What follows belongs to an exercise in optimizing a design on an open flow for small area and a short achievable clock period; a production flow would make more cautious choices. No functional check of the RTL was part of any run shown here. Power and IR drop assume default switching activity.

==> flow/design.v (outline; a module is shown in full before it is edited, if it fits) <==
// module incline_sat: 7 lines
// module cpa_ts: 91 lines
// module cpa_ic: 91 lines
// module cpa_prod: 168 lines
// module desiredDrive: 196 lines
// module desiredDrive_reg: 641 lines
module desiredDrive_reg(
    input clk, rst_n,
    input [11:0] avg_torque,
    input [4:0] cadence,
    input not_pedaling,
    input [12:0] incline,
    input [2:0] scale,
    output logic [11:0] target_curr
);
  // ...
==> flow/flow/run.sh <==
#!/bin/bash
# Layout flow: the standard flow (standard.sh), with these changes:
#  - synthesis: Yosys's generic "synth -run fine:" step skips its early ABC
#    pass (-noabc), so that extract_fa sees the RTL's full adders as written
#    (without the input/output inversions that pass puts around them), and
#    extract_fa leaves the carry-propagate adders (instances u_cpa_*) to the
#    final ABC mapping instead of building them from adder cells; the rest of
#    synthesis (dfflibmap, the final ABC mapping, flatten, renaming) is as in
#    the standard flow's synthesis;
#  - the port buffers are PORT_BUF cells;
#  - ORFS's timing repair aims for SETUP_MARGIN ns of setup slack.
# The SDC, the clock period and every other step are the standard flow's.
set -euo pipefail
HERE=$(pwd)
SETUP_MARGIN=8.0
PORT_BUF=sky130_fd_sc_hd__buf_1
# ORFS's synth.tcl with the changes
sed -e 's/synth -top \$::env(DESIGN_NAME) -run fine: {\*}\$synth_full_args/synth -top $::env(DESIGN_NAME) -run fine: -noabc {*}$synth_full_args/' \
    -e 's/extract_fa {\*}\[dont_use_extract_fa_args\]/extract_fa {*}[dont_use_extract_fa_args] c:* c:*u_cpa_* %d/' \
    "$FLOW_HOME/scripts/synth.tcl" > "$HERE/synth_changed.tcl"
grep -q -F -- '-run fine: -noabc' "$HERE/synth_changed.tcl"
grep -q -F -- 'extract_fa {*}[dont_use_extract_fa_args] c:* c:*u_cpa_* %d' "$HERE/synth_changed.tcl"
# The standard flow's synthesis wrapper, sourcing the changed synth.tcl
sed "s#source \$::env(SCRIPTS_DIR)/synth.tcl#source $HERE/synth_changed.tcl#" synth_recipe.tcl > "$HERE/flow_synth.tcl"
grep -q -F "source $HERE/synth_changed.tcl" "$HERE/flow_synth.tcl"
# The standard.sh, pointed at that wrapper
sed "s#SYNTH_SCRIPT=[^ ]*#SYNTH_SCRIPT=$HERE/flow_synth.tcl#" standard.sh > "$HERE/flow_standard.sh"
grep -q -F "SYNTH_SCRIPT=$HERE/flow_synth.tcl" "$HERE/flow_standard.sh"
bash "$HERE/flow_standard.sh" SETUP_SLACK_MARGIN=$SETUP_MARGIN \
    "BUFFER_PORTS_ARGS=-buffer_cell $PORT_BUF" finish > "$HERE/flow_make.log" 2>&1
==> flow/standard.sh <==
#!/bin/bash
# synth_recipe.tcl (not shown) runs the flow's synth.tcl, then flattens the netlist and writes it again
# the make line also repeats each setting of config.mk as NAME=value (left out here)
make -C /OpenROAD-flow-scripts/flow DESIGN_CONFIG=/design/flow/config.mk WORK_HOME=/design/flow/orfs CLKGATE_MAP_FILE= SYNTH_SCRIPT=/design/flow/synth_recipe.tcl "${@:-finish}"
==> flow/config.mk <==
export PLATFORM = sky130hd
export DESIGN_NAME = desiredDrive_reg
export DESIGN_NICKNAME = desiredDrive_reg
export VERILOG_FILES = /design/flow/design.v
export SDC_FILE = /design/flow/constraint.sdc
export NUM_CORES = 4
export LEC_CHECK = 0
export ABC_AREA = 1
export CAP_MARGIN = 20
export CORE_MARGIN = 2
export CORE_UTILIZATION = 40
export CTS_BUF_LIST = sky130_fd_sc_hd__clkbuf_4 sky130_fd_sc_hd__clkbuf_8
export SLEW_MARGIN = 20
export TNS_END_PERCENT = 5
==> flow/constraint.sdc <==
create_clock -name core_clock -period 13.0 [get_ports {clk}]
set_input_delay 2.6000 -clock core_clock [delete_from_list [all_inputs] [get_ports {clk}]]
set_output_delay 2.6000 -clock core_clock [all_outputs]
set_load 0.01 [all_outputs]
==> results_dict.tcl, run 1 <==
set metrics [dict create \
    status "complete, no violations" \
    switchingPower_mw 0.5769 \
    powerSeq_mw 0.222 \
    use_met2_pct 33.21 \
    crit_slowest_cell "fa_2" \
    cts_tree "done" \
    post-cts-setup-buffer-count 11 \
    ctsHoldBuffers 0 \
    cts_resized 49 \
    tap_cells 285 \
    clk_latency_ps 330 \
    holdPathEnd "curr_r[10]" \
    dpl.hpwl_um 16820 \
    combinationalPowerShare_pct 71.8 \
    wl_met1_um 9280 \
    yosysWarningCount 1 \
    hold_viol_final 0 \
    grtUsageTotal_pct 18.95 \
    grt_pass1_vias 7698 \
    max_slew_margin_pct 44.71 \
    power_leakage_nw 5.626 \
    io_pins 48 \
    synth_mux_area_share_pct 0 \
    syn_area_um2 9255 \
    ys_types 41 \
    wire_per_inst_um 14.53 \
    wl_met2_um 10510 \
    design.seq.count 50 \
]
==> module cpa_ic, before the edit <==
module cpa_ic(input [14:0] a, input [14:0] b, output [14:0] s);
wire g1 = a[0] & b[0];
wire g2 = a[1] & b[1];
wire g3 = a[2] & b[2];
wire g4 = a[3] & b[3];
wire g5 = a[4] & b[4];
wire g6 = a[5] & b[5];
wire g7 = a[6] & b[6];
wire g8 = a[7] & b[7];
wire g9 = a[8] & b[8];
wire g10 = a[9] & b[9];
wire g11 = a[10] & b[10];
wire g12 = a[11] & b[11];
wire g13 = a[12] & b[12];
wire g14 = a[13] & b[13];
wire g15 = a[14] & b[14];
wire h16 = a[0] ^ b[0];
wire h17 = a[1] ^ b[1];
wire h18 = a[2] ^ b[2];
wire h19 = a[3] ^ b[3];
wire h20 = a[4] ^ b[4];
wire h21 = a[5] ^ b[5];
wire h22 = a[6] ^ b[6];
wire h23 = a[7] ^ b[7];
wire h24 = a[8] ^ b[8];
wire h25 = a[9] ^ b[9];
wire h26 = a[10] ^ b[10];
wire h27 = a[11] ^ b[11];
wire h28 = a[12] ^ b[12];
wire h29 = a[13] ^ b[13];
wire h30 = a[14] ^ b[14];
wire G31 = g2 | (h17 & g1);
wire P32 = h17 & h16;
wire G33 = g4 | (h19 & g3);
wire P34 = h19 & h18;
wire G35 = g6 | (h21 & g5);
wire P36 = h21 & h20;
wire G37 = g8 | (h23 & g7);
wire P38 = h23 & h22;
wire G39 = g10 | (h25 & g9);
wire P40 = h25 & h24;
wire G41 = g12 | (h27 & g11);
wire P42 = h27 & h26;
wire G43 = g14 | (h29 & g13);
wire P44 = h29 & h28;
wire G45 = G33 | (P34 & G31);
wire P46 = P34 & P32;
wire G47 = G37 | (P38 & G35);
wire P48 = P38 & P36;
wire G49 = G41 | (P42 & G39);
wire P50 = P42 & P40;
wire G51 = G47 | (P48 & G45);
wire P52 = P48 & P46;
wire G53 = G49 | (P50 & G51);
wire P54 = P50 & P52;
wire G55 = G35 | (P36 & G45);
wire P56 = P36 & P46;
wire G57 = G39 | (P40 & G51);
wire P58 = P40 & P52;
wire G59 = G43 | (P44 & G53);
wire P60 = P44 & P54;
wire G61 = g3 | (h18 & G31);
wire P62 = h18 & P32;
wire G63 = g5 | (h20 & G45);
wire P64 = h20 & P46;
wire G65 = g7 | (h22 & G55);
wire P66 = h22 & P56;
wire G67 = g9 | (h24 & G51);
wire P68 = h24 & P52;
wire G69 = g11 | (h26 & G57);
wire P70 = h26 & P58;
wire G71 = g13 | (h28 & G53);
wire P72 = h28 & P54;
wire G73 = g15 | (h30 & G59);
wire P74 = h30 & P60;
wire o75 = h17 ^ g1;
wire o76 = h18 ^ G31;
wire o77 = h19 ^ G61;
wire o78 = h20 ^ G45;
wire o79 = h21 ^ G63;
wire o80 = h22 ^ G55;
wire o81 = h23 ^ G65;
wire o82 = h24 ^ G51;
wire o83 = h25 ^ G67;
wire o84 = h26 ^ G57;
wire o85 = h27 ^ G69;
wire o86 = h28 ^ G53;
wire o87 = h29 ^ G71;
wire o88 = h30 ^ G59;
assign s = {o88, o87, o86, o85, o84, o83, o82, o81, o80, o79, o78, o77, o76, o75, h16};
endmodule
==> module desiredDrive, before the edit <==
module desiredDrive(
    input [11:0] avg_torque,
    input [4:0] cadence,
    input not_pedaling,
    input [12:0] incline,
    input [2:0] scale,
    output [14:0] ts_prod,
    output [14:0] ic_prod,
    output ic_hi
);
logic torque_ge;
assign torque_ge = avg_torque[11] | avg_torque[10] | (avg_torque[9] & avg_torque[8] & avg_torque[7]);
logic [11:0] torque_pos;
assign torque_pos = {avg_torque[11:7] - 5'd7, avg_torque[6:0]};
logic inc_hi, inc_lo;
assign inc_hi = ~incline[12] & (|incline[11:8]);
assign inc_lo = incline[12] & ~(&incline[11:8]);
logic [8:0] incline_factor_lo;
assign incline_factor_lo = {~incline[8], incline[7:0]};
logic active;
assign active = (|cadence[4:1]) & ~not_pedaling & torque_ge & ~inc_lo;
wire a_p1 = torque_pos[0] & scale[0];
wire a_p2 = torque_pos[0] & scale[1];
wire a_p3 = torque_pos[0] & scale[2];
wire a_p4 = torque_pos[1] & scale[0];
wire a_p5 = torque_pos[1] & scale[1];
wire a_p6 = torque_pos[1] & scale[2];
wire a_p7 = torque_pos[2] & scale[0];
wire a_p8 = torque_pos[2] & scale[1];
wire a_p9 = torque_pos[2] & scale[2];
wire a_p10 = torque_pos[3] & scale[0];
wire a_p11 = torque_pos[3] & scale[1];
wire a_p12 = torque_pos[3] & scale[2];
wire a_p13 = torque_pos[4] & scale[0];
wire a_p14 = torque_pos[4] & scale[1];
wire a_p15 = torque_pos[4] & scale[2];
wire a_p16 = torque_pos[5] & scale[0];
wire a_p17 = torque_pos[5] & scale[1];
wire a_p18 = torque_pos[5] & scale[2];
wire a_p19 = torque_pos[6] & scale[0];
wire a_p20 = torque_pos[6] & scale[1];
wire a_p21 = torque_pos[6] & scale[2];
wire a_p22 = torque_pos[7] & scale[0];
wire a_p23 = torque_pos[7] & scale[1];
wire a_p24 = torque_pos[7] & scale[2];
wire a_p25 = torque_pos[8] & scale[0];
wire a_p26 = torque_pos[8] & scale[1];
wire a_p27 = torque_pos[8] & scale[2];
wire a_p28 = torque_pos[9] & scale[0];
wire a_p29 = torque_pos[9] & scale[1];
wire a_p30 = torque_pos[9] & scale[2];
wire a_p31 = torque_pos[10] & scale[0];
wire a_p32 = torque_pos[10] & scale[1];
wire a_p33 = torque_pos[10] & scale[2];
wire a_p34 = torque_pos[11] & scale[0];
wire a_p35 = torque_pos[11] & scale[1];
wire a_p36 = torque_pos[11] & scale[2];
wire a_s37 = a_p3 ^ a_p5;
wire a_c38 = a_p3 & a_p5;
wire a_s39 = a_p6 ^ a_p8 ^ a_p10;
wire a_c40 = (a_p6 & a_p8) | (a_p6 & a_p10) | (a_p8 & a_p10);
wire a_s41 = a_p9 ^ a_p11 ^ a_p13;
wire a_c42 = (a_p9 & a_p11) | (a_p9 & a_p13) | (a_p11 & a_p13);
wire a_s43 = a_p12 ^ a_p14 ^ a_p16;
wire a_c44 = (a_p12 & a_p14) | (a_p12 & a_p16) | (a_p14 & a_p16);
wire a_s45 = a_p15 ^ a_p17 ^ a_p19;
wire a_c46 = (a_p15 & a_p17) | (a_p15 & a_p19) | (a_p17 & a_p19);
wire a_s47 = a_p18 ^ a_p20 ^ a_p22;
wire a_c48 = (a_p18 & a_p20) | (a_p18 & a_p22) | (a_p20 & a_p22);
wire a_s49 = a_p21 ^ a_p23 ^ a_p25;
wire a_c50 = (a_p21 & a_p23) | (a_p21 & a_p25) | (a_p23 & a_p25);
wire a_s51 = a_p24 ^ a_p26 ^ a_p28;
wire a_c52 = (a_p24 & a_p26) | (a_p24 & a_p28) | (a_p26 & a_p28);
wire a_s53 = a_p27 ^ a_p29 ^ a_p31;
wire a_c54 = (a_p27 & a_p29) | (a_p27 & a_p31) | (a_p29 & a_p31);
wire a_s55 = a_p30 ^ a_p32 ^ a_p34;
wire a_c56 = (a_p30 & a_p32) | (a_p30 & a_p34) | (a_p32 & a_p34);
wire a_s57 = a_p33 ^ a_p35;
wire a_c58 = a_p33 & a_p35;
wire [14:0] a_q59;
cpa_ts u_cpa_ts(.a({1'b0, a_p36, a_c56, a_c54, a_c52, a_c50, a_c48, a_c46, a_c44, a_c42, a_c40, a_c38, a_p7, a_p2, a_p1}), .b({1'b0, a_c58, a_s57, a_s55, a_s53, a_s51, a_s49, a_s47, a_s45, a_s43, a_s41, a_s39, a_s37, a_p4, 1'b0}), .s(a_q59));
wire a_p60 = incline_factor_lo[0] & cadence[0];
wire a_p61 = incline_factor_lo[0] & cadence[1];
wire a_p62 = incline_factor_lo[0] & cadence[2];
wire a_p63 = incline_factor_lo[0] & cadence[3];
wire a_p64 = incline_factor_lo[0] & cadence[4];
wire a_p65 = incline_factor_lo[1] & cadence[0];
wire a_p66 = incline_factor_lo[1] & cadence[1];
wire a_p67 = incline_factor_lo[1] & cadence[2];
wire a_p68 = incline_factor_lo[1] & cadence[3];
wire a_p69 = incline_factor_lo[1] & cadence[4];
wire a_p70 = incline_factor_lo[2] & cadence[0];
wire a_p71 = incline_factor_lo[2] & cadence[1];
wire a_p72 = incline_factor_lo[2] & cadence[2];
wire a_p73 = incline_factor_lo[2] & cadence[3];
wire a_p74 = incline_factor_lo[2] & cadence[4];
wire a_p75 = incline_factor_lo[3] & cadence[0];
wire a_p76 = incline_factor_lo[3] & cadence[1];
wire a_p77 = incline_factor_lo[3] & cadence[2];
wire a_p78 = incline_factor_lo[3] & cadence[3];
wire a_p79 = incline_factor_lo[3] & cadence[4];
wire a_p80 = incline_factor_lo[4] & cadence[0];
wire a_p81 = incline_factor_lo[4] & cadence[1];
wire a_p82 = incline_factor_lo[4] & cadence[2];
wire a_p83 = incline_factor_lo[4] & cadence[3];
wire a_p84 = incline_factor_lo[4] & cadence[4];
wire a_p85 = incline_factor_lo[5] & cadence[0];
wire a_p86 = incline_factor_lo[5] & cadence[1];
wire a_p87 = incline_factor_lo[5] & cadence[2];
wire a_p88 = incline_factor_lo[5] & cadence[3];
wire a_p89 = incline_factor_lo[5] & cadence[4];
wire a_p90 = incline_factor_lo[6] & cadence[0];
wire a_p91 = incline_factor_lo[6] & cadence[1];
wire a_p92 = incline_factor_lo[6] & cadence[2];
wire a_p93 = incline_factor_lo[6] & cadence[3];
wire a_p94 = incline_factor_lo[6] & cadence[4];
wire a_p95 = incline_factor_lo[7] & cadence[0];
wire a_p96 = incline_factor_lo[7] & cadence[1];
wire a_p97 = incline_factor_lo[7] & cadence[2];
wire a_p98 = incline_factor_lo[7] & cadence[3];
wire a_p99 = incline_factor_lo[7] & cadence[4];
wire a_p100 = incline_factor_lo[8] & cadence[0];
wire a_p101 = incline_factor_lo[8] & cadence[1];
wire a_p102 = incline_factor_lo[8] & cadence[2];
wire a_p103 = incline_factor_lo[8] & cadence[3];
wire a_p104 = incline_factor_lo[8] & cadence[4];
wire a_s105 = a_p64 ^ a_p68;
wire a_c106 = a_p64 & a_p68;
wire a_s107 = incline_factor_lo[0] ^ a_p69 ^ a_p73;
wire a_c108 = (incline_factor_lo[0] & a_p69) | (incline_factor_lo[0] & a_p73) | (a_p69 & a_p73);
wire a_s109 = a_p77 ^ a_p81;
wire a_c110 = a_p77 & a_p81;
wire a_s111 = incline_factor_lo[1] ^ a_p74 ^ a_p78;
wire a_c112 = (incline_factor_lo[1] & a_p74) | (incline_factor_lo[1] & a_p78) | (a_p74 & a_p78);
wire a_s113 = a_p82 ^ a_p86 ^ a_p90;
wire a_c114 = (a_p82 & a_p86) | (a_p82 & a_p90) | (a_p86 & a_p90);
wire a_s115 = incline_factor_lo[2] ^ a_p79 ^ a_p83;
wire a_c116 = (incline_factor_lo[2] & a_p79) | (incline_factor_lo[2] & a_p83) | (a_p79 & a_p83);
wire a_s117 = a_p87 ^ a_p91 ^ a_p95;
wire a_c118 = (a_p87 & a_p91) | (a_p87 & a_p95) | (a_p91 & a_p95);
wire a_s119 = incline_factor_lo[3] ^ a_p84 ^ a_p88;
wire a_c120 = (incline_factor_lo[3] & a_p84) | (incline_factor_lo[3] & a_p88) | (a_p84 & a_p88);
wire a_s121 = a_p92 ^ a_p96 ^ a_p100;
wire a_c122 = (a_p92 & a_p96) | (a_p92 & a_p100) | (a_p96 & a_p100);
wire a_s123 = incline_factor_lo[4] ^ a_p89 ^ a_p93;
wire a_c124 = (incline_factor_lo[4] & a_p89) | (incline_factor_lo[4] & a_p93) | (a_p89 & a_p93);
wire a_s125 = a_p97 ^ a_p101;
wire a_c126 = a_p97 & a_p101;
wire a_s127 = incline_factor_lo[5] ^ a_p94 ^ a_p98;
wire a_c128 = (incline_factor_lo[5] & a_p94) | (incline_factor_lo[5] & a_p98) | (a_p94 & a_p98);
wire a_s129 = a_p63 ^ a_p67;
wire a_c130 = a_p63 & a_p67;
wire a_s131 = a_p72 ^ a_p76 ^ a_p80;
wire a_c132 = (a_p72 & a_p76) | (a_p72 & a_p80) | (a_p76 & a_p80);
wire a_s133 = a_p85 ^ a_c106 ^ a_s107;
wire a_c134 = (a_p85 & a_c106) | (a_p85 & a_s107) | (a_c106 & a_s107);
wire a_s135 = a_c108 ^ a_c110 ^ a_s111;
wire a_c136 = (a_c108 & a_c110) | (a_c108 & a_s111) | (a_c110 & a_s111);
wire a_s137 = a_c112 ^ a_c114 ^ a_s115;
wire a_c138 = (a_c112 & a_c114) | (a_c112 & a_s115) | (a_c114 & a_s115);
wire a_s139 = a_c116 ^ a_c118 ^ a_s119;
wire a_c140 = (a_c116 & a_c118) | (a_c116 & a_s119) | (a_c118 & a_s119);
wire a_s141 = a_c120 ^ a_c122 ^ a_s123;
wire a_c142 = (a_c120 & a_c122) | (a_c120 & a_s123) | (a_c122 & a_s123);
wire a_s143 = a_p102 ^ a_c124 ^ a_c126;
wire a_c144 = (a_p102 & a_c124) | (a_p102 & a_c126) | (a_c124 & a_c126);
wire a_s145 = incline_factor_lo[6] ^ a_p99 ^ a_p103;
wire a_c146 = (incline_factor_lo[6] & a_p99) | (incline_factor_lo[6] & a_p103) | (a_p99 & a_p103);
wire a_s147 = a_p62 ^ a_p66;
wire a_c148 = a_p62 & a_p66;
wire a_s149 = a_p71 ^ a_p75 ^ a_s129;
wire a_c150 = (a_p71 & a_p75) | (a_p71 & a_s129) | (a_p75 & a_s129);
wire a_s151 = a_s105 ^ a_c130 ^ a_s131;
wire a_c152 = (a_s105 & a_c130) | (a_s105 & a_s131) | (a_c130 & a_s131);
wire a_s153 = a_s109 ^ a_c132 ^ a_s133;
wire a_c154 = (a_s109 & a_c132) | (a_s109 & a_s133) | (a_c132 & a_s133);
wire a_s155 = a_s113 ^ a_c134 ^ a_s135;
wire a_c156 = (a_s113 & a_c134) | (a_s113 & a_s135) | (a_c134 & a_s135);
wire a_s157 = a_s117 ^ a_c136 ^ a_s137;
wire a_c158 = (a_s117 & a_c136) | (a_s117 & a_s137) | (a_c136 & a_s137);
wire a_s159 = a_s121 ^ a_c138 ^ a_s139;
wire a_c160 = (a_s121 & a_c138) | (a_s121 & a_s139) | (a_c138 & a_s139);
wire a_s161 = a_s125 ^ a_c140 ^ a_s141;
wire a_c162 = (a_s125 & a_c140) | (a_s125 & a_s141) | (a_c140 & a_s141);
wire a_s163 = a_s127 ^ a_c142 ^ a_s143;
wire a_c164 = (a_s127 & a_c142) | (a_s127 & a_s143) | (a_c142 & a_s143);
wire a_s165 = a_c128 ^ a_c144 ^ a_s145;
wire a_c166 = (a_c128 & a_c144) | (a_c128 & a_s145) | (a_c144 & a_s145);
wire a_s167 = incline_factor_lo[7] ^ a_p104 ^ a_c146;
wire a_c168 = (incline_factor_lo[7] & a_p104) | (incline_factor_lo[7] & a_c146) | (a_p104 & a_c146);
wire [14:0] a_q169;
cpa_ic u_cpa_ic(.a({1'b0, incline_factor_lo[8], a_c166, a_c164, a_c162, a_c160, a_c158, a_c156, a_c154, a_c152, a_c150, a_c148, a_p70, a_p61, a_p60}), .b({1'b0, a_c168, a_s167, a_s165, a_s163, a_s161, a_s159, a_s157, a_s155, a_s153, a_s151, a_s149, a_s147, a_p65, 1'b0}), .s(a_q169));
assign ts_prod = {15{active}} & {a_q59[14], a_q59[13], a_q59[12], a_q59[11], a_q59[10], a_q59[9], a_q59[8], a_q59[7], a_q59[6], a_q59[5], a_q59[4], a_q59[3], a_q59[2], a_q59[1], a_q59[0]};
assign ic_prod = {a_q169[14], a_q169[13], a_q169[12], a_q169[11], a_q169[10], a_q169[9], a_q169[8], a_q169[7], a_q169[6], a_q169[5], a_q169[4], a_q169[3], a_q169[2], a_q169[1], a_q169[0]};
assign ic_hi = inc_hi;
endmodule
==> run 2: changes to the inputs <==
--- a/flow/design.v
+++ b/flow/design.v
@@ -91,106 +91,224 @@
 wire o83 = h25 ^ G67;
 wire o84 = h26 ^ G57;
 wire o85 = h27 ^ G69;
 wire o86 = h28 ^ G53;
 wire o87 = h29 ^ G71;
 wire o88 = h30 ^ G59;
 assign s = {o88, o87, o86, o85, o84, o83, o82, o81, o80, o79, o78, o77, o76, o75, h16};
 endmodule
-module cpa_ic(input [14:0] a, input [14:0] b, output [14:0] s);
-wire g1 = a[0] & b[0];
-wire g2 = a[1] & b[1];
-wire g3 = a[2] & b[2];
-wire g4 = a[3] & b[3];
-wire g5 = a[4] & b[4];
-wire g6 = a[5] & b[5];
-wire g7 = a[6] & b[6];
-wire g8 = a[7] & b[7];
-wire g9 = a[8] & b[8];
-wire g10 = a[9] & b[9];
-wire g11 = a[10] & b[10];
-wire g12 = a[11] & b[11];
-wire g13 = a[12] & b[12];
-wire g14 = a[13] & b[13];
-wire g15 = a[14] & b[14];
-wire h16 = a[0] ^ b[0];
-wire h17 = a[1] ^ b[1];
-wire h18 = a[2] ^ b[2];
-wire h19 = a[3] ^ b[3];
-wire h20 = a[4] ^ b[4];
-wire h21 = a[5] ^ b[5];
-wire h22 = a[6] ^ b[6];
-wire h23 = a[7] ^ b[7];
-wire h24 = a[8] ^ b[8];
-wire h25 = a[9] ^ b[9];
-wire h26 = a[10] ^ b[10];
-wire h27 = a[11] ^ b[11];
-wire h28 = a[12] ^ b[12];
-wire h29 = a[13] ^ b[13];
-wire h30 = a[14] ^ b[14];
-wire G31 = g2 | (h17 & g1);
-wire P32 = h17 & h16;
-wire G33 = g4 | (h19 & g3);
-wire P34 = h19 & h18;
-wire G35 = g6 | (h21 & g5);
-wire P36 = h21 & h20;
-wire G37 = g8 | (h23 & g7);
-wire P38 = h23 & h22;
-wire G39 = g10 | (h25 & g9);
-wire P40 = h25 & h24;
-wire G41 = g12 | (h27 & g11);
-wire P42 = h27 & h26;
-wire G43 = g14 | (h29 & g13);
-wire P44 = h29 & h28;
-wire G45 = G33 | (P34 & G31);
-wire P46 = P34 & P32;
-wire G47 = G37 | (P38 & G35);
-wire P48 = P38 & P36;
-wire G49 = G41 | (P42 & G39);
-wire P50 = P42 & P40;
-wire G51 = G47 | (P48 & G45);
-wire P52 = P48 & P46;
-wire G53 = G49 | (P50 & G51);
-wire P54 = P50 & P52;
-wire G55 = G35 | (P36 & G45);
-wire P56 = P36 & P46;
-wire G57 = G39 | (P40 & G51);
-wire P58 = P40 & P52;
-wire G59 = G43 | (P44 & G53);
-wire P60 = P44 & P54;
-wire G61 = g3 | (h18 & G31);
-wire P62 = h18 & P32;
-wire G63 = g5 | (h20 & G45);
-wire P64 = h20 & P46;
-wire G65 = g7 | (h22 & G55);
-wire P66 = h22 & P56;
-wire G67 = g9 | (h24 & G51);
-wire P68 = h24 & P52;
-wire G69 = g11 | (h26 & G57);
-wire P70 = h26 & P58;
-wire G71 = g13 | (h28 & G53);
-wire P72 = h28 & P54;
-wire G73 = g15 | (h30 & G59);
-wire P74 = h30 & P60;
-wire o75 = h17 ^ g1;
-wire o76 = h18 ^ G31;
-wire o77 = h19 ^ G61;
-wire o78 = h20 ^ G45;
-wire o79 = h21 ^ G63;
-wire o80 = h22 ^ G55;
-wire o81 = h23 ^ G65;
-wire o82 = h24 ^ G51;
-wire o83 = h25 ^ G67;
-wire o84 = h26 ^ G57;
-wire o85 = h27 ^ G69;
-wire o86 = h28 ^ G53;
-wire o87 = h29 ^ G71;
-wire o88 = h30 ^ G59;
-assign s = {o88, o87, o86, o85, o84, o83, o82, o81, o80, o79, o78, o77, o76, o75, h16};
+module cpa_ic(input [14:0] a, input [14:0] b, input [14:0] c, input [14:0] d, input [14:0] e, input [14:0] f, output [14:0] s);
+wire s1 = a[0] ^ b[0] ^ c[0];
+wire c2 = (a[0] & b[0]) | (a[0] & c[0]) | (b[0] & c[0]);
+wire s3 = a[1] ^ b[1] ^ c[1];
+wire c4 = (a[1] & b[1]) | (a[1] & c[1]) | (b[1] & c[1]);
+wire s5 = d[1] ^ e[1];
+wire c6 = d[1] & e[1];
+wire s7 = a[2] ^ b[2] ^ c[2];
+wire c8 = (a[2] & b[2]) | (a[2] & c[2]) | (b[2] & c[2]);
+wire s9 = d[2] ^ e[2] ^ f[2];
+wire c10 = (d[2] & e[2]) | (d[2] & f[2]) | (e[2] & f[2]);
+wire s11 = a[3] ^ b[3] ^ c[3];
+wire c12 = (a[3] & b[3]) | (a[3] & c[3]) | (b[3] & c[3]);
+wire s13 = d[3] ^ e[3] ^ f[3];
+wire c14 = (d[3] & e[3]) | (d[3] & f[3]) | (e[3] & f[3]);
+wire s15 = a[4] ^ b[4] ^ c[4];
+wire c16 = (a[4] & b[4]) | (a[4] & c[4]) | (b[4] & c[4]);
+wire s17 = d[4] ^ e[4] ^ f[4];
+wire c18 = (d[4] & e[4]) | (d[4] & f[4]) | (e[4] & f[4]);
+wire s19 = a[5] ^ b[5] ^ c[5];
+wire c20 = (a[5] & b[5]) | (a[5] & c[5]) | (b[5] & c[5]);
+wire s21 = d[5] ^ e[5] ^ f[5];
+wire c22 = (d[5] & e[5]) | (d[5] & f[5]) | (e[5] & f[5]);
+wire s23 = a[6] ^ b[6] ^ c[6];
+wire c24 = (a[6] & b[6]) | (a[6] & c[6]) | (b[6] & c[6]);
+wire s25 = d[6] ^ e[6] ^ f[6];
+wire c26 = (d[6] & e[6]) | (d[6] & f[6]) | (e[6] & f[6]);
+wire s27 = a[7] ^ b[7] ^ c[7];
+wire c28 = (a[7] & b[7]) | (a[7] & c[7]) | (b[7] & c[7]);
+wire s29 = d[7] ^ e[7] ^ f[7];
+wire c30 = (d[7] & e[7]) | (d[7] & f[7]) | (e[7] & f[7]);
+wire s31 = a[8] ^ b[8] ^ c[8];
+wire c32 = (a[8] & b[8]) | (a[8] & c[8]) | (b[8] & c[8]);
+wire s33 = d[8] ^ e[8] ^ f[8];
+wire c34 = (d[8] & e[8]) | (d[8] & f[8]) | (e[8] & f[8]);
+wire s35 = a[9] ^ b[9] ^ c[9];
+wire c36 = (a[9] & b[9]) | (a[9] & c[9]) | (b[9] & c[9]);
+wire s37 = d[9] ^ e[9] ^ f[9];
+wire c38 = (d[9] & e[9]) | (d[9] & f[9]) | (e[9] & f[9]);
+wire s39 = a[10] ^ b[10] ^ c[10];
+wire c40 = (a[10] & b[10]) | (a[10] & c[10]) | (b[10] & c[10]);
+wire s41 = d[10] ^ e[10] ^ f[10];
+wire c42 = (d[10] & e[10]) | (d[10] & f[10]) | (e[10] & f[10]);
+wire s43 = a[11] ^ b[11] ^ c[11];
+wire c44 = (a[11] & b[11]) | (a[11] & c[11]) | (b[11] & c[11]);
+wire s45 = d[11] ^ e[11] ^ f[11];
+wire c46 = (d[11] & e[11]) | (d[11] & f[11]) | (e[11] & f[11]);
+wire s47 = a[12] ^ b[12] ^ c[12];
+wire c48 = (a[12] & b[12]) | (a[12] & c[12]) | (b[12] & c[12]);
+wire s49 = d[12] ^ e[12] ^ f[12];
+wire c50 = (d[12] & e[12]) | (d[12] & f[12]) | (e[12] & f[12]);
+wire s51 = a[13] ^ b[13] ^ c[13];
+wire c52 = (a[13] & b[13]) | (a[13] & c[13]) | (b[13] & c[13]);
+wire s53 = d[13] ^ e[13] ^ f[13];
+wire c54 = (d[13] & e[13]) | (d[13] & f[13]) | (e[13] & f[13]);
+wire s55 = a[14] ^ b[14] ^ c[14];
+wire c56 = (a[14] & b[14]) | (a[14] & c[14]) | (b[14] & c[14]);
+wire s57 = d[14] ^ e[14] ^ f[14];
+wire c58 = (d[14] & e[14]) | (d[14] & f[14]) | (e[14] & f[14]);
+wire s59 = d[0] ^ e[0];
+wire c60 = d[0] & e[0];
+wire s61 = f[1] ^ c2 ^ s3;
+wire c62 = (f[1] & c2) | (f[1] & s3) | (c2 & s3);
+wire s63 = c4 ^ c6 ^ s7;
+wire c64 = (c4 & c6) | (c4 & s7) | (c6 & s7);
+wire s65 = c8 ^ c10 ^ s11;
+wire c66 = (c8 & c10) | (c8 & s11) | (c10 & s11);
+wire s67 = c12 ^ c14 ^ s15;
+wire c68 = (c12 & c14) | (c12 & s15) | (c14 & s15);
+wire s69 = c16 ^ c18 ^ s19;
+wire c70 = (c16 & c18) | (c16 & s19) | (c18 & s19);
+wire s71 = c20 ^ c22 ^ s23;
+wire c72 = (c20 & c22) | (c20 & s23) | (c22 & s23);
+wire s73 = c24 ^ c26 ^ s27;
+wire c74 = (c24 & c26) | (c24 & s27) | (c26 & s27);
+wire s75 = c28 ^ c30 ^ s31;
+wire c76 = (c28 & c30) | (c28 & s31) | (c30 & s31);
+wire s77 = c32 ^ c34 ^ s35;
+wire c78 = (c32 & c34) | (c32 & s35) | (c34 & s35);
+wire s79 = c36 ^ c38 ^ s39;
+wire c80 = (c36 & c38) | (c36 & s39) | (c38 & s39);
+wire s81 = c40 ^ c42 ^ s43;
+wire c82 = (c40 & c42) | (c40 & s43) | (c42 & s43);
+wire s83 = c44 ^ c46 ^ s47;
+wire c84 = (c44 & c46) | (c44 & s47) | (c46 & s47);
+wire s85 = c48 ^ c50 ^ s51;
+wire c86 = (c48 & c50) | (c48 & s51) | (c50 & s51);
+wire s87 = c52 ^ c54 ^ s55;
+wire c88 = (c52 & c54) | (c52 & s55) | (c54 & s55);
+wire s89 = f[0] ^ s1;
+wire c90 = f[0] & s1;
+wire s91 = s5 ^ c60 ^ s61;
+wire c92 = (s5 & c60) | (s5 & s61) | (c60 & s61);
+wire s93 = s9 ^ c62 ^ s63;
+wire c94 = (s9 & c62) | (s9 & s63) | (c62 & s63);
+wire s95 = s13 ^ c64 ^ s65;
+wire c96 = (s13 & c64) | (s13 & s65) | (c64 & s65);
+wire s97 = s17 ^ c66 ^ s67;
+wire c98 = (s17 & c66) | (s17 & s67) | (c66 & s67);
+wire s99 = s21 ^ c68 ^ s69;
+wire c100 = (s21 & c68) | (s21 & s69) | (c68 & s69);
+wire s101 = s25 ^ c70 ^ s71;
+wire c102 = (s25 & c70) | (s25 & s71) | (c70 & s71);
+wire s103 = s29 ^ c72 ^ s73;
+wire c104 = (s29 & c72) | (s29 & s73) | (c72 & s73);
+wire s105 = s33 ^ c74 ^ s75;
+wire c106 = (s33 & c74) | (s33 & s75) | (c74 & s75);
+wire s107 = s37 ^ c76 ^ s77;
+wire c108 = (s37 & c76) | (s37 & s77) | (c76 & s77);
+wire s109 = s41 ^ c78 ^ s79;
+wire c110 = (s41 & c78) | (s41 & s79) | (c78 & s79);
+wire s111 = s45 ^ c80 ^ s81;
+wire c112 = (s45 & c80) | (s45 & s81) | (c80 & s81);
+wire s113 = s49 ^ c82 ^ s83;
+wire c114 = (s49 & c82) | (s49 & s83) | (c82 & s83);
+wire s115 = s53 ^ c84 ^ s85;
+wire c116 = (s53 & c84) | (s53 & s85) | (c84 & s85);
+wire s117 = s57 ^ c86 ^ s87;
+wire c118 = (s57 & c86) | (s57 & s87) | (c86 & s87);
+wire g119 = s59 & s89;
+wire g120 = c90 & s91;
+wire g121 = c92 & s93;
+wire g122 = c94 & s95;
+wire g123 = c96 & s97;
+wire g124 = c98 & s99;
+wire g125 = c100 & s101;
+wire g126 = c102 & s103;
+wire g127 = c104 & s105;
+wire g128 = c106 & s107;
+wire g129 = c108 & s109;
+wire g130 = c110 & s111;
+wire g131 = c112 & s113;
+wire g132 = c114 & s115;
+wire g133 = c116 & s117;
+wire h134 = s59 ^ s89;
+wire h135 = c90 ^ s91;
+wire h136 = c92 ^ s93;
+wire h137 = c94 ^ s95;
+wire h138 = c96 ^ s97;
+wire h139 = c98 ^ s99;
+wire h140 = c100 ^ s101;
+wire h141 = c102 ^ s103;
+wire h142 = c104 ^ s105;
+wire h143 = c106 ^ s107;
+wire h144 = c108 ^ s109;
+wire h145 = c110 ^ s111;
+wire h146 = c112 ^ s113;
+wire h147 = c114 ^ s115;
+wire h148 = c116 ^ s117;
+wire G149 = g120 | (h135 & g119);
+wire P150 = h135 & h134;
+wire G151 = g122 | (h137 & g121);
+wire P152 = h137 & h136;
+wire G153 = g124 | (h139 & g123);
+wire P154 = h139 & h138;
+wire G155 = g126 | (h141 & g125);
+wire P156 = h141 & h140;
+wire G157 = g128 | (h143 & g127);
+wire P158 = h143 & h142;
+wire G159 = g130 | (h145 & g129);
+wire P160 = h145 & h144;
+wire G161 = g132 | (h147 & g131);
+wire P162 = h147 & h146;
+wire G163 = G151 | (P152 & G149);
+wire P164 = P152 & P150;
+wire G165 = G155 | (P156 & G153);
+wire P166 = P156 & P154;
+wire G167 = G159 | (P160 & G157);
+wire P168 = P160 & P158;
+wire G169 = G165 | (P166 & G163);
+wire P170 = P166 & P164;
+wire G171 = G167 | (P168 & G169);
+wire P172 = P168 & P170;
+wire G173 = G153 | (P154 & G163);
+wire P174 = P154 & P164;
+wire G175 = G157 | (P158 & G169);
+wire P176 = P158 & P170;
+wire G177 = G161 | (P162 & G171);
+wire P178 = P162 & P172;
+wire G179 = g121 | (h136 & G149);
+wire P180 = h136 & P150;
+wire G181 = g123 | (h138 & G163);
+wire P182 = h138 & P164;
+wire G183 = g125 | (h140 & G173);
+wire P184 = h140 & P174;
+wire G185 = g127 | (h142 & G169);
+wire P186 = h142 & P170;
+wire G187 = g129 | (h144 & G175);
+wire P188 = h144 & P176;
+wire G189 = g131 | (h146 & G171);
+wire P190 = h146 & P172;
+wire G191 = g133 | (h148 & G177);
+wire P192 = h148 & P178;
+wire o193 = h135 ^ g119;
+wire o194 = h136 ^ G149;
+wire o195 = h137 ^ G179;
+wire o196 = h138 ^ G163;
+wire o197 = h139 ^ G181;
+wire o198 = h140 ^ G173;
+wire o199 = h141 ^ G183;
+wire o200 = h142 ^ G169;
+wire o201 = h143 ^ G185;
+wire o202 = h144 ^ G175;
+wire o203 = h145 ^ G187;
+wire o204 = h146 ^ G171;
+wire o205 = h147 ^ G189;
+wire o206 = h148 ^ G177;
+assign s = {o206, o205, o204, o203, o202, o201, o200, o199, o198, o197, o196, o195, o194, o193, h134};
 endmodule
 module cpa_prod(input [27:0] a, input [27:0] b, output [12:0] s);
 wire g1 = a[0] & b[0];
 wire g2 = a[1] & b[1];
 wire g3 = a[2] & b[2];
 wire g4 = a[3] & b[3];
 wire g5 = a[4] & b[4];
 wire g6 = a[5] & b[5];
@@ -357,30 +475,33 @@
 endmodule
 module desiredDrive(
     input [11:0] avg_torque,
     input [4:0] cadence,
     input not_pedaling,
     input [12:0] incline,
     input [2:0] scale,
     output [14:0] ts_prod,
-    output [14:0] ic_prod,
-    output ic_hi
+    output [14:0] ic_prod
 );
 logic torque_ge;
 assign torque_ge = avg_torque[11] | avg_torque[10] | (avg_torque[9] & avg_torque[8] & avg_torque[7]);
 logic [11:0] torque_pos;
 assign torque_pos = {avg_torque[11:7] - 5'd7, avg_torque[6:0]};
 logic inc_hi, inc_lo;
 assign inc_hi = ~incline[12] & (|incline[11:8]);
 assign inc_lo = incline[12] & ~(&incline[11:8]);
 logic [8:0] incline_factor_lo;
 assign incline_factor_lo = {~incline[8], incline[7:0]};
+logic [8:0] incline_factor_limit;
+assign incline_factor_limit = incline_factor_lo | {9{inc_hi}};
 logic active;
 assign active = (|cadence[4:1]) & ~not_pedaling & torque_ge & ~inc_lo;
+logic [2:0] scale_g;
+assign scale_g = active ? scale : 3'h0;
 wire a_p1 = torque_pos[0] & scale[0];
 wire a_p2 = torque_pos[0] & scale[1];
 wire a_p3 = torque_pos[0] & scale[2];
 wire a_p4 = torque_pos[1] & scale[0];
 wire a_p5 = torque_pos[1] & scale[1];
 wire a_p6 = torque_pos[1] & scale[2];
 wire a_p7 = torque_pos[2] & scale[0];
 wire a_p8 = torque_pos[2] & scale[1];
@@ -476,121 +597,54 @@
 wire a_p97 = incline_factor_lo[7] & cadence[2];
 wire a_p98 = incline_factor_lo[7] & cadence[3];
 wire a_p99 = incline_factor_lo[7] & cadence[4];
 wire a_p100 = incline_factor_lo[8] & cadence[0];
 wire a_p101 = incline_factor_lo[8] & cadence[1];
 wire a_p102 = incline_factor_lo[8] & cadence[2];
 wire a_p103 = incline_factor_lo[8] & cadence[3];
 wire a_p104 = incline_factor_lo[8] & cadence[4];
-wire a_s105 = a_p64 ^ a_p68;
-wire a_c106 = a_p64 & a_p68;
-wire a_s107 = incline_factor_lo[0] ^ a_p69 ^ a_p73;
-wire a_c108 = (incline_factor_lo[0] & a_p69) | (incline_factor_lo[0] & a_p73) | (a_p69 & a_p73);
-wire a_s109 = a_p77 ^ a_p81;
-wire a_c110 = a_p77 & a_p81;
-wire a_s111 = incline_factor_lo[1] ^ a_p74 ^ a_p78;
-wire a_c112 = (incline_factor_lo[1] & a_p74) | (incline_factor_lo[1] & a_p78) | (a_p74 & a_p78);
-wire a_s113 = a_p82 ^ a_p86 ^ a_p90;
-wire a_c114 = (a_p82 & a_p86) | (a_p82 & a_p90) | (a_p86 & a_p90);
-wire a_s115 = incline_factor_lo[2] ^ a_p79 ^ a_p83;
-wire a_c116 = (incline_factor_lo[2] & a_p79) | (incline_factor_lo[2] & a_p83) | (a_p79 & a_p83);
-wire a_s117 = a_p87 ^ a_p91 ^ a_p95;
-wire a_c118 = (a_p87 & a_p91) | (a_p87 & a_p95) | (a_p91 & a_p95);
-wire a_s119 = incline_factor_lo[3] ^ a_p84 ^ a_p88;
-wire a_c120 = (incline_factor_lo[3] & a_p84) | (incline_factor_lo[3] & a_p88) | (a_p84 & a_p88);
-wire a_s121 = a_p92 ^ a_p96 ^ a_p100;
-wire a_c122 = (a_p92 & a_p96) | (a_p92 & a_p100) | (a_p96 & a_p100);
-wire a_s123 = incline_factor_lo[4] ^ a_p89 ^ a_p93;
-wire a_c124 = (incline_factor_lo[4] & a_p89) | (incline_factor_lo[4] & a_p93) | (a_p89 & a_p93);
-wire a_s125 = a_p97 ^ a_p101;
-wire a_c126 = a_p97 & a_p101;
-wire a_s127 = incline_factor_lo[5] ^ a_p94 ^ a_p98;
-wire a_c128 = (incline_factor_lo[5] & a_p94) | (incline_factor_lo[5] & a_p98) | (a_p94 & a_p98);
-wire a_s129 = a_p63 ^ a_p67;
-wire a_c130 = a_p63 & a_p67;
-wire a_s131 = a_p72 ^ a_p76 ^ a_p80;
-wire a_c132 = (a_p72 & a_p76) | (a_p72 & a_p80) | (a_p76 & a_p80);
-wire a_s133 = a_p85 ^ a_c106 ^ a_s107;
-wire a_c134 = (a_p85 & a_c106) | (a_p85 & a_s107) | (a_c106 & a_s107);
-wire a_s135 = a_c108 ^ a_c110 ^ a_s111;
-wire a_c136 = (a_c108 & a_c110) | (a_c108 & a_s111) | (a_c110 & a_s111);
-wire a_s137 = a_c112 ^ a_c114 ^ a_s115;
-wire a_c138 = (a_c112 & a_c114) | (a_c112 & a_s115) | (a_c114 & a_s115);
-wire a_s139 = a_c116 ^ a_c118 ^ a_s119;
-wire a_c140 = (a_c116 & a_c118) | (a_c116 & a_s119) | (a_c118 & a_s119);
-wire a_s141 = a_c120 ^ a_c122 ^ a_s123;
-wire a_c142 = (a_c120 & a_c122) | (a_c120 & a_s123) | (a_c122 & a_s123);
-wire a_s143 = a_p102 ^ a_c124 ^ a_c126;
-wire a_c144 = (a_p102 & a_c124) | (a_p102 & a_c126) | (a_c124 & a_c126);
-wire a_s145 = incline_factor_lo[6] ^ a_p99 ^ a_p103;
-wire a_c146 = (incline_factor_lo[6] & a_p99) | (incline_factor_lo[6] & a_p103) | (a_p99 & a_p103);
-wire a_s147 = a_p62 ^ a_p66;
-wire a_c148 = a_p62 & a_p66;
-wire a_s149 = a_p71 ^ a_p75 ^ a_s129;
-wire a_c150 = (a_p71 & a_p75) | (a_p71 & a_s129) | (a_p75 & a_s129);
-wire a_s151 = a_s105 ^ a_c130 ^ a_s131;
-wire a_c152 = (a_s105 & a_c130) | (a_s105 & a_s131) | (a_c130 & a_s131);
-wire a_s153 = a_s109 ^ a_c132 ^ a_s133;
-wire a_c154 = (a_s109 & a_c132) | (a_s109 & a_s133) | (a_c132 & a_s133);
-wire a_s155 = a_s113 ^ a_c134 ^ a_s135;
-wire a_c156 = (a_s113 & a_c134) | (a_s113 & a_s135) | (a_c134 & a_s135);
-wire a_s157 = a_s117 ^ a_c136 ^ a_s137;
-wire a_c158 = (a_s117 & a_c136) | (a_s117 & a_s137) | (a_c136 & a_s137);
-wire a_s159 = a_s121 ^ a_c138 ^ a_s139;
-wire a_c160 = (a_s121 & a_c138) | (a_s121 & a_s139) | (a_c138 & a_s139);
-wire a_s161 = a_s125 ^ a_c140 ^ a_s141;
-wire a_c162 = (a_s125 & a_c140) | (a_s125 & a_s141) | (a_c140 & a_s141);
-wire a_s163 = a_s127 ^ a_c142 ^ a_s143;
-wire a_c164 = (a_s127 & a_c142) | (a_s127 & a_s143) | (a_c142 & a_s143);
-wire a_s165 = a_c128 ^ a_c144 ^ a_s145;
-wire a_c166 = (a_c128 & a_c144) | (a_c128 & a_s145) | (a_c144 & a_s145);
-wire a_s167 = incline_factor_lo[7] ^ a_p104 ^ a_c146;
-wire a_c168 = (incline_factor_lo[7] & a_p104) | (incline_factor_lo[7] & a_c146) | (a_p104 & a_c146);
-wire [14:0] a_q169;
-cpa_ic u_cpa_ic(.a({1'b0, incline_factor_lo[8], a_c166, a_c164, a_c162, a_c160, a_c158, a_c156, a_c154, a_c152, a_c150, a_c148, a_p70, a_p61, a_p60}), .b({1'b0, a_c168, a_s167, a_s165, a_s163, a_s161, a_s159, a_s157, a_s155, a_s153, a_s151, a_s149, a_s147, a_p65, 1'b0}), .s(a_q169));
+wire [14:0] a_q105;
+cpa_ic u_cpa_ic(.a({1'b0, incline_factor_lo[8], incline_factor_lo[7], incline_factor_lo[6], incline_factor_lo[5], incline_factor_lo[4], incline_factor_lo[3], incline_factor_lo[2], incline_factor_lo[1], incline_factor_lo[0], a_p64, a_p63, a_p62, a_p61, a_p60}), .b({1'b0, 1'b0, a_p104, a_p99, a_p94, a_p89, a_p84, a_p79, a_p74, a_p69, a_p68, a_p67, a_p66, a_p65, 1'b0}), .c({1'b0, 1'b0, 1'b0, a_p103, a_p98, a_p93, a_p88, a_p83, a_p78, a_p73, a_p72, a_p71, a_p70, 1'b0, 1'b0}), .d({1'b0, 1'b0, 1'b0, 1'b0, a_p102, a_p97, a_p92, a_p87, a_p82, a_p77, a_p76, a_p75, 1'b0, 1'b0, 1'b0}), .e({1'b0, 1'b0, 1'b0, 1'b0, 1'b0, a_p101, a_p96, a_p91, a_p86, a_p81, a_p80, 1'b0, 1'b0, 1'b0, 1'b0}), .f({1'b0, 1'b0, 1'b0, 1'b0, 1'b0, 1'b0, a_p100, a_p95, a_p90, a_p85, 1'b0, 1'b0, 1'b0, 1'b0, 1'b0}), .s(a_q105));
+logic [5:0] cf_m1;
+assign cf_m1 = {1'b1, cadence} - 6'd1;
+logic [14:0] ic_lo_prod;
+assign ic_lo_prod = {a_q105[14], a_q105[13], a_q105[12], a_q105[11], a_q105[10], a_q105[9], a_q105[8], a_q105[7], a_q105[6], a_q105[5], a_q105[4], a_q105[3], a_q105[2], a_q105[1], a_q105[0]};
+logic [14:0] ic_sel;
+assign ic_sel = inc_hi ? {cf_m1, 3'b111, ~cf_m1} : ic_lo_prod;
 assign ts_prod = {15{active}} & {a_q59[14], a_q59[13], a_q59[12], a_q59[11], a_q59[10], a_q59[9], a_q59[8], a_q59[7], a_q59[6], a_q59[5], a_q59[4], a_q59[3], a_q59[2], a_q59[1], a_q59[0]};
-assign ic_prod = {a_q169[14], a_q169[13], a_q169[12], a_q169[11], a_q169[10], a_q169[9], a_q169[8], a_q169[7], a_q169[6], a_q169[5], a_q169[4], a_q169[3], a_q169[2], a_q169[1], a_q169[0]};
-assign ic_hi = inc_hi;
+assign ic_prod = {ic_sel[14], ic_sel[13], ic_sel[12], ic_sel[11], ic_sel[10], ic_sel[9], ic_sel[8], ic_sel[7], ic_sel[6], ic_sel[5], ic_sel[4], ic_sel[3], ic_sel[2], ic_sel[1], ic_sel[0]};
 endmodule
 module desiredDrive_reg(
     input clk, rst_n,
     input [11:0] avg_torque,
     input [4:0] cadence,
     input not_pedaling,
     input [12:0] incline,
     input [2:0] scale,
     output logic [11:0] target_curr
 );
 logic [14:0] ts_nxt, ic_nxt;
-logic ic_hi;
 logic [14:0] ts_rn, ic_rn;
 desiredDrive iDD(.avg_torque(avg_torque), .cadence(cadence), .not_pedaling(not_pedaling),
-                 .incline(incline), .scale(scale), .ts_prod(ts_nxt), .ic_prod(ic_nxt),
-                 .ic_hi(ic_hi));
-logic ic_hi_r;
-logic [4:0] cad_r;
+                 .incline(incline), .scale(scale), .ts_prod(ts_nxt), .ic_prod(ic_nxt));
 always_ff @(posedge clk) begin
     ts_rn <= ~ts_nxt;
     ic_rn <= ~ic_nxt;
-    ic_hi_r <= ic_hi;
-    cad_r <= cadence;
 end
 logic valid;
 always_ff @(posedge clk, negedge rst_n) begin
     if (!rst_n)
         valid <= 1'b0;
     else
         valid <= 1'b1;
 end
-logic [5:0] cf_m1;
-assign cf_m1 = {1'b1, cad_r} - 6'd1;
 logic [14:0] ts_r, ic_r;
 assign ts_r = ~ts_rn;
-assign ic_r = ic_hi_r ? {cf_m1, 3'b111, ~cf_m1} : ~ic_rn;
+assign ic_r = ~ic_rn;
 wire b_p1 = ts_r[0] & ic_r[0];
 wire b_p2 = ts_r[0] & ic_r[1];
 wire b_p3 = ts_r[0] & ic_r[2];
 wire b_p4 = ts_r[0] & ic_r[3];
 wire b_p5 = ts_r[0] & ic_r[4];
 wire b_p6 = ts_r[0] & ic_r[5];
 wire b_p7 = ts_r[0] & ic_r[6];
 wire b_p8 = ts_r[0] & ic_r[7];
==> flow/flow/run.sh (replaced) <==
#!/bin/bash
# Layout flow: the standard flow (standard.sh), with these changes:
#  - synthesis: Yosys's generic "synth -run fine:" step skips its early ABC
#    pass (-noabc), so that extract_fa sees the RTL's full adders as written
#    (without the input/output inversions that pass puts around them), and
#    extract_fa leaves the carry-propagate adders (instances u_cpa_*) to the
#    final ABC mapping instead of building them from adder cells; the rest of
#    synthesis (dfflibmap, flatten, renaming) is as in the standard flow's synthesis, but
#    the final ABC mapping runs flow/map.abc, a delay-oriented mapping without
#    ABC's own buffering and sizing (OpenROAD's repair sizes the cells later);
#  - the port buffers are PORT_BUF cells;
#  - ORFS's timing repair aims for SETUP_MARGIN ns of setup slack.
# The SDC, the clock period and every other step are the standard flow's.
set -euo pipefail
HERE=$(pwd)
SETUP_MARGIN=7.8
PORT_BUF=sky130_fd_sc_hd__buf_1
# ORFS's synth.tcl with the changes
sed -e 's/synth -top \$::env(DESIGN_NAME) -run fine: {\*}\$synth_full_args/synth -top $::env(DESIGN_NAME) -run fine: -noabc {*}$synth_full_args/' \
    -e 's/extract_fa {\*}\[dont_use_extract_fa_args\]/extract_fa {*}[dont_use_extract_fa_args] c:* c:*u_cpa_* %d/' \
    -e "s#^  log_cmd abc {\*}\\\$abc_args\$#  log_cmd abc {*}[lreplace \$abc_args 1 1 $HERE/flow/map.abc]#" \
    "$FLOW_HOME/scripts/synth.tcl" > "$HERE/synth_changed.tcl"
grep -q -F -- '-run fine: -noabc' "$HERE/synth_changed.tcl"
grep -q -F -- 'extract_fa {*}[dont_use_extract_fa_args] c:* c:*u_cpa_* %d' "$HERE/synth_changed.tcl"
grep -q -F -- "log_cmd abc {*}[lreplace \$abc_args 1 1 $HERE/flow/map.abc]" "$HERE/synth_changed.tcl"
# The standard flow's synthesis wrapper, sourcing the changed synth.tcl
sed "s#source \$::env(SCRIPTS_DIR)/synth.tcl#source $HERE/synth_changed.tcl#" synth_recipe.tcl > "$HERE/flow_synth.tcl"
grep -q -F "source $HERE/synth_changed.tcl" "$HERE/flow_synth.tcl"
# The standard.sh, pointed at that wrapper
sed "s#SYNTH_SCRIPT=[^ ]*#SYNTH_SCRIPT=$HERE/flow_synth.tcl#" standard.sh > "$HERE/flow_standard.sh"
grep -q -F "SYNTH_SCRIPT=$HERE/flow_synth.tcl" "$HERE/flow_standard.sh"
bash "$HERE/flow_standard.sh" SETUP_SLACK_MARGIN=$SETUP_MARGIN \
    "BUFFER_PORTS_ARGS=-buffer_cell $PORT_BUF" finish > "$HERE/flow_make.log" 2>&1
==> flow/flow/map.abc (new file) <==
strash
dch
map -B 0.9
topo
stime -c
==> flow/config.mk (replaced) <==
export PLATFORM = sky130hd
export DESIGN_NAME = desiredDrive_reg
export DESIGN_NICKNAME = desiredDrive_reg
export VERILOG_FILES = /design/flow/design.v
export SDC_FILE = /design/flow/constraint.sdc
export NUM_CORES = 4
export LEC_CHECK = 0
export CAP_MARGIN = 20
export CORE_MARGIN = 2
export CORE_UTILIZATION = 40
export CTS_BUF_LIST = sky130_fd_sc_hd__clkbuf_4 sky130_fd_sc_hd__clkbuf_8
export SLEW_MARGIN = 20
export TNS_END_PERCENT = 5
==> run 2 against run 1 <==
  * Core utilization up 0.52 points
  * Critical endpoint is now ic_rn[11]
  * First-iteration DRC count down 1.9%
  * Routed wire length up 7.8%
  * Largest power group unchanged
  * Highest routed layer unchanged
  * Design area up 4.3%
  * Clock skew up 11 ps
  * Sequential share of layout area down 1.1 points
  * Sequential cell count down 6
  * Via count up 15%
  * Final cell count up 16%
  * Power down 7.3%
  * Register-to-register slack better by 490 ps
  * Still clean
  * Clock power down 1%
==> results_dict.tcl, run 2 <==
set metrics [dict create \
    synthMostInstantiatedCell "nand2_1" \
    fin_ws_ps 7966 \
    syn_nets 1570 \
    clk_pin_slew_ps 100 \
    synth_top_area_share_pct 36.98 \
    most-common-layout-cells "nand2_1, nor2_1, clkinv_1" \
    ir_drop_mv 0.04474 \
    final_common_cell "nand2_1" \
    synth_ff_type "dfxtp_1" \
    core_area_um2 23400 \
    ys_seq_elements 44 \
    cts_made_buffers 5 \
    grt_pass1_wl_um 40220 \
    rsz0062_at_grt "yes" \
    synthArstFlopShare_pct 31.82 \
    power_leakage_nw 5.443 \
    rows 56 \
    cap_violations 0 \
    crit_path_end_kind "flop" \
    yosysWarningCount 1 \
    critPathLaunchType "primary input" \
    post-route-drc-count 0 \
    synth_edf_count 0 \
    ys_seq_area_share_pct 9.980 \
    drt-initial-drc-count 422 \
    setup_tns_ps 0 \
    vias 8353 \
    grt_overflow_total 0 \
    reg_top3 "ic_rn: 15 flops, ts_rn: 15 flops, curr_r: 12 flops" \
    status "complete, no violations" \
    ys_types 33 \
    avgSynthCellArea_um2 7.262 \
    dpl.hpwl_um 18520 \
    root_buffer "clkbuf_8" \
    worstHoldPathType "reg -> reg" \
    syn_area_um2 9528 \
    tightest_slew_ps 797.4 \
    dr.pass1.iters 7 \
    cts_sinks 44 \
    hold_viol_final 0 \
    fp.dieW_um 158.3 \
    drive_gt1_share_pct 8.159 \
    grt_pass1_vias 8442 \
    max_slew_margin_pct 46.84 \
    start_util_pct 40.71 \
    r2r_start "ts_rn[1]" \
    grt_max_degree 18 \
    htree_num_levels 2 \
    rrSetupSlack_ps 8130 \
    gp_congestion 0.8399 \
    timing.rr.end "sat_r" \
    wire_per_inst_um 13.50 \
    post-place-ws_ps 7308 \
    postRouteAntennaNets 0 \
    cts_tree "done" \
    max_freq_mhz 198.7 \
    hold_path_startpoint "valid" \
    layout.nets 1642 \
    critPathRequiredTime_ps 13230 \
    powerDensity_nw_per_um2 98.51 \
    port_buffers 47 \
    finalMaxSlewViolations 0 \
    syn_inst 1312 \
    finalClockSkew_ps 16.32 \
    dieArea_um2 25070 \
    yosys.area.top_type "fa_1" \
    stdcell_count 1705 \
    finalWirelength_um 23030 \
    reg2reg_depth 20 \
    crit_path_end "ic_rn[11]" \
    clk_latency_ps 330 \
    synthTopCellsByArea "fa_1, nand2_1, nor2_1, clkinv_1, dfxtp_1" \
    dp.cells 1680 \
    finalCritPeriodShare_pct 38.72 \
    startpoint "cadence[1]" \
    ys_top_cells_by_count "nand2_1, nor2_1, clkinv_1, fa_1, nand3_1" \
    antenna_found_initial 1 \
    arrival_ps 5260 \
    viasPerCell 4.899 \
    syn_to_final_growth_pct 10.58 \
    path_max_fanout 13 \
    grtUsageTotal_pct 20.08 \
    clockBufferDepth 2 \
    final-setup-viol-count 0 \
    fp.dieH_um 158.3 \
    io_pins 48 \
    critical_path_class "in -> reg" \
    post-route-min-period_ps 5034 \
]
==> run 2: cell types whose count changed after synthesis, sizes merged, moves of 6 or more <==
| cell | before | now |
|---|---|---|
| clkbuf | 34 | 0 |
| nor3 | 12 | 5 |
| nand2 | 210 | 324 |
| xnor2 | 5 | 13 |
| buf | 8 | 0 |
| inv | 138 | 0 |
| dfxtp | 36 | 30 |
| nor2 | 322 | 299 |
| nand3 | 35 | 64 |
| ha | 23 | 46 |
| nand3b | 2 | 8 |
| a21oi | 25 | 43 |
| fa | 203 | 176 |
| clkinv | 0 | 187 |
==> run 2: power by group <==
| group | switching, mW | internal, mW | total (mW) | leakage [nW] |
|---|---|---|---|---|
| registers | 0.0870 | 0.170 | 0.257 | 0.433 |
| logic | 0.408 | 0.281 | 0.689 | 4.96 |
| clock network | 0.0529 | 0.0399 | 0.0928 | 0.0489 |
==> run 2: metrics by stage <==
stage / power, mW / cell area, µm² / util (%) / hold slack (ps)
2_1_floorplan: 0.7386 / 9528 / - / 592.8
3_3_place_gp: 0.9010 / 10130 / 43.27 / 725.3
3_5_place_dp: 0.9130 / 10130 / 43.27 / 723.7
4_1_cts: 1.010 / 10230 / 43.70 / 717.0
5_1_grt: 1.172 / 10540 / 45.02 / 749.0
6_report: 1.038 / 10540 / 45.02 / 723.6
==> run 2: cells by family after synthesis <==
group                      share of synthesized area (%)
and+or+nand+nor                                    30.52
adders and majority gates                          43.02
buffers and inverters                              7.367
AOI/OAI and AO/OA                                  5.765
DFF                                                9.980
xor gates and xnor gates                           3.309
other                                            0.03936
==> run 2: cell type report <==
class                   count  area (µm²)
fillers                  2393       12870
multi-input cells        1081        8001
flip-flops and latches     44        1007
inverters                 187       701.9
well taps                 319       399.1
repair buffers             65       336.6
clock buffers               6       76.32
clock inverters             2       11.26
diodes                      1       2.502
==> run 2: worst max-delay path, cell delays in order <==
cell	delay [ps]
clkbuf_4	190
nand2_2	100
clkinv_1	80
ha_1	200
clkinv_1	40
nand2_1	70
ha_1	170
nand3b_1	180
ha_1	320
nand3b_1	190
nand2_2	100
clkinv_1	70
nand2_2	90
nand2_2	70
nor2_2	130
nand2_1	90
nand2_2	100
nand2_1	50
nand2_1	80
nand2_2	70
nand3_1	70
nand3_1	70
nand2_1	70
clkinv_1	50
==> run 2: how the worst min path moves through the flow <==
stage | depth (start not counted) | to
final | 2 | curr_r[8]
after global routing | 2 | curr_r[8]
after CTS | 2 | curr_r[8]
after detailed placement | 2 | curr_r[8]
after global placement | 2 | curr_r[8]
after floorplan | 2 | curr_r[8]
==> run 2: what timing repair did <==
action                                  4_1_cts  5_1_grt
buffers inserted                              0       16
resized for setup                            11       76
cloned                                        0        0
endpoints found under the setup margin       13       22
pin swaps                                     0        3
hold buffers                                  0        0
==> run 2: per-layer routing <==
layer	GRT usage, %	up-vias	routed length, µm
met5	0	-	0
met3	1.987	22	887
li1	-	4191	-
met1	27.48	3991	10670
met2	34.76	149	11150
met4	4.118	0	312
==> run 3: changes to the inputs <==
--- a/flow/flow/run.sh
+++ b/flow/flow/run.sh
@@ -6,7 +6,6 @@
 #    extract_fa leaves the carry-propagate adders (instances u_cpa_*) to the
 #    final ABC mapping instead of building them from adder cells; the rest of
-#    synthesis (dfflibmap, flatten, renaming) is as in the standard flow's synthesis, but
-#    the final ABC mapping runs flow/map.abc, a delay-oriented mapping without
-#    ABC's own buffering and sizing (OpenROAD's repair sizes the cells later);
+#    synthesis (dfflibmap, the final ABC mapping, flatten, renaming) is as in
+#    the standard flow's synthesis;
 #  - the port buffers are PORT_BUF cells;
 #  - ORFS's timing repair aims for SETUP_MARGIN ns of setup slack.
@@ -14,14 +13,12 @@
 set -euo pipefail
 HERE=$(pwd)
-SETUP_MARGIN=7.8
+SETUP_MARGIN=8.0
 PORT_BUF=sky130_fd_sc_hd__buf_1
 # ORFS's synth.tcl with the changes
 sed -e 's/synth -top \$::env(DESIGN_NAME) -run fine: {\*}\$synth_full_args/synth -top $::env(DESIGN_NAME) -run fine: -noabc {*}$synth_full_args/' \
     -e 's/extract_fa {\*}\[dont_use_extract_fa_args\]/extract_fa {*}[dont_use_extract_fa_args] c:* c:*u_cpa_* %d/' \
-    -e "s#^  log_cmd abc {\*}\\\$abc_args\$#  log_cmd abc {*}[lreplace \$abc_args 1 1 $HERE/flow/map.abc]#" \
     "$FLOW_HOME/scripts/synth.tcl" > "$HERE/synth_changed.tcl"
 grep -q -F -- '-run fine: -noabc' "$HERE/synth_changed.tcl"
 grep -q -F -- 'extract_fa {*}[dont_use_extract_fa_args] c:* c:*u_cpa_* %d' "$HERE/synth_changed.tcl"
-grep -q -F -- "log_cmd abc {*}[lreplace \$abc_args 1 1 $HERE/flow/map.abc]" "$HERE/synth_changed.tcl"
 # The standard flow's synthesis wrapper, sourcing the changed synth.tcl
 sed "s#source \$::env(SCRIPTS_DIR)/synth.tcl#source $HERE/synth_changed.tcl#" synth_recipe.tcl > "$HERE/flow_synth.tcl"
--- a/flow/config.mk
+++ b/flow/config.mk
@@ -6,4 +6,5 @@
 export NUM_CORES = 4
 export LEC_CHECK = 0
+export ABC_AREA = 1
 export CAP_MARGIN = 20
 export CORE_MARGIN = 2
removed: flow/flow/map.abc
==> run 3 against run 2 <==
  * Final cell count rose by 0.88%
  * Die area rose by 4.6%
  * Clock skew fell by 6.0 ps
  * Critical path type unchanged
==> results_dict.tcl, run 3 <==
set metrics [dict create \
    status "complete, no violations" \
    synthArstFlopShare_pct 31.82 \
    postRouteAntennaNets 0 \
    critical_path_class "in -> reg" \
    finalWirelength_um 24210 \
    ys_types 52 \
    fp.dieW_um 162.0 \
    final-setup-viol-count 0 \
    io_pins 48 \
    reg2reg_depth 19 \
    ys_seq_elements 44 \
    setup_tns_ps 0 \
    crit_path_end_kind "flop" \
    p_total_mw 1.096 \
    cts_made_buffers 5 \
    start_util_pct 40.92 \
    yosysWarningCount 1 \
    wire_per_inst_um 14.07 \
    arrival_ps 5070 \
    critPathLaunchType "primary input" \
    rows 57 \
    port_buffers 47 \
    finalCritPeriodShare_pct 37.38 \
    clockBufferDepth 2 \
    synth_ff_type "dfxtp_1" \
    grt_pass1_vias 8691 \
    syn_inst 1356 \
    ys_top_cells_by_count "nand2_1, nor2_1, inv_1, fa_1, nand3_1" \
    syn_nets 1614 \
    grt_pass1_wl_um 41570 \
    syn_area_um2 9980 \
    synth_top_area_share_pct 35.31 \
    fp.dieH_um 162.0 \
    htree_num_levels 2 \
    timing.rr.end "sat_r" \
    powerDensity_nw_per_um2 100.7 \
    post-route-drc-count 0 \
    gp_congestion 0.8231 \
    cts_sinks 44 \
    max_slew_margin_pct 48.91 \
    clk_latency_ps 320 \
    viasPerCell 4.992 \
    antenna_found_initial 0 \
    dieArea_um2 26230 \
    drt-initial-drc-count 512 \
    power_leakage_nw 6.256 \
    tightest_slew_ps 766.3 \
    reg_top3 "ic_rn: 15 flops, ts_rn: 15 flops, curr_r: 12 flops" \
    finalClockSkew_ps 10.34 \
    final_common_cell "nand2_1" \
    r2r_start "ts_rn[14]" \
    grt_max_degree 18 \
    worstHoldPathType "reg -> reg" \
    most-common-layout-cells "nand2_1, nor2_1, inv_1" \
    critPathRequiredTime_ps 13210 \
    layout.nets 1653 \
    hold_viol_final 0 \
    finalMaxSlewViolations 0 \
    antenna_cells 0 \
    hold_path_startpoint "valid" \
    dr.pass1.iters 5 \
    cap_violations 0 \
    path_max_fanout 7 \
    hold_path_depth 2 \
    post-route-min-period_ps 4860 \
    syn_to_final_growth_pct 9.102 \
    yosys.area.top_type "fa_1" \
    vias 8586 \
    rsz0062_at_grt "yes" \
    holdPathEnd "curr_r[11]" \
    root_buffer "clkbuf_8" \
]
[run 3: cell types whose count changed in the layout (fill, tap and decap cells not counted), sizes merged]
cell / previous run / this run
clkbuf: 15 / 12
clkinv: 186 / 1
diode: 1 / 0
buf: 56 / 70
inv: 3 / 187
bufinv: 0 / 1
[run 3: power by group]
group / internal (mW) / switching, mW
Clock: 0.0629 / 0.0547
Sequential: 0.170 / 0.0878
Combinational: 0.296 / 0.425
[run 3: critical path, cell delays in order]
cell and delay (ps):
buf_1 220, nand2_1 140, inv_1 50, ha_1 190
o21bai_4 170, ha_1 170, nand3b_2 210, ha_1 360
xnor2_2 180, nand3_1 80, nand2_1 90, nand2_1 70
nor2_1 100, nand2_1 60, nand2_2 90, nand2_2 60
nand2_1 60, nand2_1 50, nand3_1 60, nand2_1 40
[run 3: layout make-up]
type / count / area (µm²)
Fill cell: 2489 / 13500
Multi-Input combinational cell: 1081 / 8238
Sequential cell: 44 / 1008
Inverter: 187 / 701.9
Timing Repair Buffer: 76 / 412.9
Tap cell: 324 / 405.4
Clock buffer: 6 / 82.58
Clock inverter: 2 / 38.79
[run 3: per-layer routing]
| metal | up-vias | GRT usage, % | share of wire (%) |
|---|---|---|---|
| met2 | 180 | 35.65 | 51 |
| met1 | 4171 | 25.38 | 44 |
| met3 | 31 | 1.634 | 3.4 |
| met5 | - | 0 | 0 |
| li1 | 4204 | - | - |
| met4 | 0 | 4.706 | 1.9 |
[run 3: how the worst max path moves through the flow]
stage               startpoint          to  slack (ps)  cells past startpoint
floorplan             ts_rn[2]  curr_r[11]        8110                     23
global placement    cadence[3]   ic_rn[13]        7430                     25
detailed placement  cadence[3]   ic_rn[13]        7370                     25
CTS                 incline[1]   ic_rn[13]        7970                     25
global route         ic_rn[14]  curr_r[11]        7880                     18
finish              incline[6]   ic_rn[13]        8140                     20
[run 3: metrics by stage]
stage | hold WS [ps] | worst slack (ps) | utilization (%) | cell area (µm²) | instances
after floorplan | 516.6 | 8105 | - | 9980 | 1356
after global placement | 711.3 | 7433 | 42.56 | 10380 | 1686
after detailed placement | 709.5 | 7374 | 42.56 | 10380 | 1686
after CTS | 724.3 | 7966 | 43.20 | 10540 | 1694
after global routing | 783.3 | 7878 | 44.64 | 10890 | 1720
final | 728.1 | 8140 | 44.64 | 10890 | 1720
[run 3: timing repair]
item                                    CTS  global route
endpoints found under the setup margin   19            25
pin swaps                                 0             4
hold buffers                              0             0
resized for setup                        22            61
buffers inserted                          0            26
[run 3: cell families (layout without fill, tap and decap cells)]
| family | Yosys count | in the layout | share of synthesized area (%) |
|---|---|---|---|
| and+or+nand+nor | 726 | 726 | 30.28 |
| buffers and inverters | 231 | 271 | 9.077 |
| adders and majority gates | 222 | 222 | 41.07 |
| AOI/OAI and AO/OA | 96 | 96 | 6.018 |
| DFF | 44 | 44 | 9.529 |
| xor gates and xnor gates | 36 | 36 | 3.987 |
| other | 1 | 1 | 0.03758 |
